Background: an optimization exercise with open tools, aiming at small area and a short achievable clock period. Do not read the settings as production practice. Only simulation tests tie the RTL to the original design; equivalence was not proved. Power and IR drop assume default switching activity.

job 101:
Design hft_fpga_low_latency, start of the top module:
module hft_fpga_low_latency(
    input wire core_clk,
    input wire reset,
    input wire cfg_we,
    input wire [1:0] cfg_addr,
    input wire [31:0] cfg_wdata,
    input wire [63:0] raw_market_data,
    input wire raw_valid,
    output wire [127:0] mg_tx_data,
    output wire mg_tx_valid
    );
==> flow/config.mk <==
export PLATFORM = sky130hd
export DESIGN_NAME = hft_fpga_low_latency
export DESIGN_NICKNAME = hft_fpga_low_latency
export VERILOG_FILES = /design/flow/design.v
export SDC_FILE = /design/flow/constraint.sdc
export NUM_CORES = 4
export LEC_CHECK = 0
export ABC_AREA = 1
export CAP_MARGIN = 20
export CORE_MARGIN = 2
export CORE_UTILIZATION = 40
export CTS_BUF_LIST = sky130_fd_sc_hd__clkbuf_4 sky130_fd_sc_hd__clkbuf_8
export SETUP_SLACK_MARGIN = 2.25
export SLEW_MARGIN = 20
==> flow/constraint.sdc <==
create_clock -name core_clock -period 4.0 [get_ports {core_clk}]
set_input_delay 0.8000 -clock core_clock [delete_from_list [all_inputs] [get_ports {core_clk}]]
set_output_delay 0.8000 -clock core_clock [all_outputs]
set_load 0.01 [all_outputs]
standard.sh (not shown) runs the stock make flow with config.mk's settings and CLKGATE_MAP_FILE= SYNTH_SCRIPT=/design/flow/synth_recipe.tcl, a recipe that flattens the netlist after the stock synthesis.
==> flow/flow/run.sh <==
#!/bin/bash
# Standard ORFS layout, with plain buf_1 cells as the port buffers
# (the default port buffer is a 10 um2 delay buffer) and one tie cell per
# constant value instead of one per constant output.
set -euo pipefail
bash standard.sh synth > synth.log 2>&1
bash standard.sh finish BUFFER_PORTS_ARGS="-buffer_cell sky130_fd_sc_hd__buf_1" SKIP_REPAIR_TIE_FANOUT=1 > layout.log 2>&1
Having completed the whole flow, job 101 delivered a layout that passed the timing, DRC and antenna checks.
Testbench counts of job 101, summed over its fixed seeds: latency cycles 3,243, orders 3,243.
Input-level comparison between job 102 and job 101:
- SETUP_SLACK_MARGIN: 2.25 -> 2.2
- ABC_AREA: 1 -> 0
--- outcome ---
The higher via count of the first global-routing pass came out of job 101.
Re data arrival time of the critical path: job 102 is 1.57 ns up on job 101.
Job 102 vs job 101 — synthesized area dropped 4.9%.
diff inputs: job 102 => job 103
- ABC_AREA changed from 0 to 1
==> flow/flow/run.sh <==
#!/bin/bash
set -euo pipefail
cts_bufs=$(sed -n 's/^export CTS_BUF_LIST *= *//p' config.mk)
bash standard.sh synth > synth.log 2>&1
bash standard.sh finish \
  BUFFER_PORTS_ARGS="-buffer_cell sky130_fd_sc_hd__buf_1" \
  SKIP_REPAIR_TIE_FANOUT=1 \
  CTS_ARGS="-sink_clustering_enable -repair_clock_nets -dont_use_dummy_load -root_buf sky130_fd_sc_hd__clkbuf_16 -buf_list {$cts_bufs}" \
  > layout.log 2>&1
- Job 103 ended up with mg_tx_data[119] as its worst setup path endpoint; job 102 ended up with order_count.
- The class of the worst hold path comes out in2async in one run and reg2reg in the other, namely in job 102 and job 103 respectively.
- Against job 102, wire length in job 103 fell by a few percent.
- Job 102 → job 103: total of cells resized after clock tree synthesis lower; count of clock-buffer cells in the layout lower; final area lower; total global-route track usage lower.
- Job 103 gives less power than job 102 did.
- Job 103 does worse than job 102 on cell area after synthesis.
## Diff of input files: job 104 against job 103
- setting GPL_TIMING_DRIVEN to 1 for the first time
==> flow/flow/run.sh <==
#!/bin/bash
# Standard ORFS layout, with plain buf_1 cells as the port buffers
# (the default port buffer is a 10 um2 delay buffer) and one tie cell per
# constant value instead of one per constant output.
set -euo pipefail
bash standard.sh synth > synth.log 2>&1
bash standard.sh finish BUFFER_PORTS_ARGS="-buffer_cell sky130_fd_sc_hd__buf_1" SKIP_REPAIR_TIE_FANOUT=1 > layout.log 2>&1
Findings:
Between job 103 and job 104, part of the total power dissipated in the clock network increased.
Job 104 ended up with order_valid as its start point of the critical path; job 103 ended up with order_seq[23].
Job 103 has a lower count of clock-buffer cells in the layout than job 104.
Job 103 → job 104: logic depth of the worst path, buffers included has remained practically unchanged, met2 track utilization from global routing has increased, number of buffers inserted by post-CTS setup repair has increased.

-- afterwards: timing with drivers on the ports --
The flow's constraints put no driver on any port. The routed layouts listed below were extracted and timed again, unchanged, in two steps. Step 1: set_driving_cell puts a clkbuf_16 on core_clk and a buf_2 on each other input, an assumption about the parent block. Step 2 moves the port delays by t, midway between the first and last clock arrival at a register: inputs arrive t later, outputs are due t later. That takes back most of the time a late clock gives input paths. Slacks: no drivers / after step 1 / after step 2; pairs: no drivers / after step 1.
run	t, ns	setup slack, ns	hold slack, ns
job 101	0.495	2.236 / 2.198 / 1.864	0.373 / 0.365 / 0.482
job 102	0.489	1.794 / 1.776 / 1.287	0.419 / 0.404 / 0.495
job 103	0.411	2.246 / 2.206 / 1.915	0.470 / 0.470 / 0.470
job 104	0.490	2.238 / 2.203 / 1.855	0.418 / 0.404 / 0.472
After both steps every run listed still meets setup and hold. For job 102, which loses most, drivers alone change the setup slack by -0.018 ns; drivers and shift together by -0.507 ns.
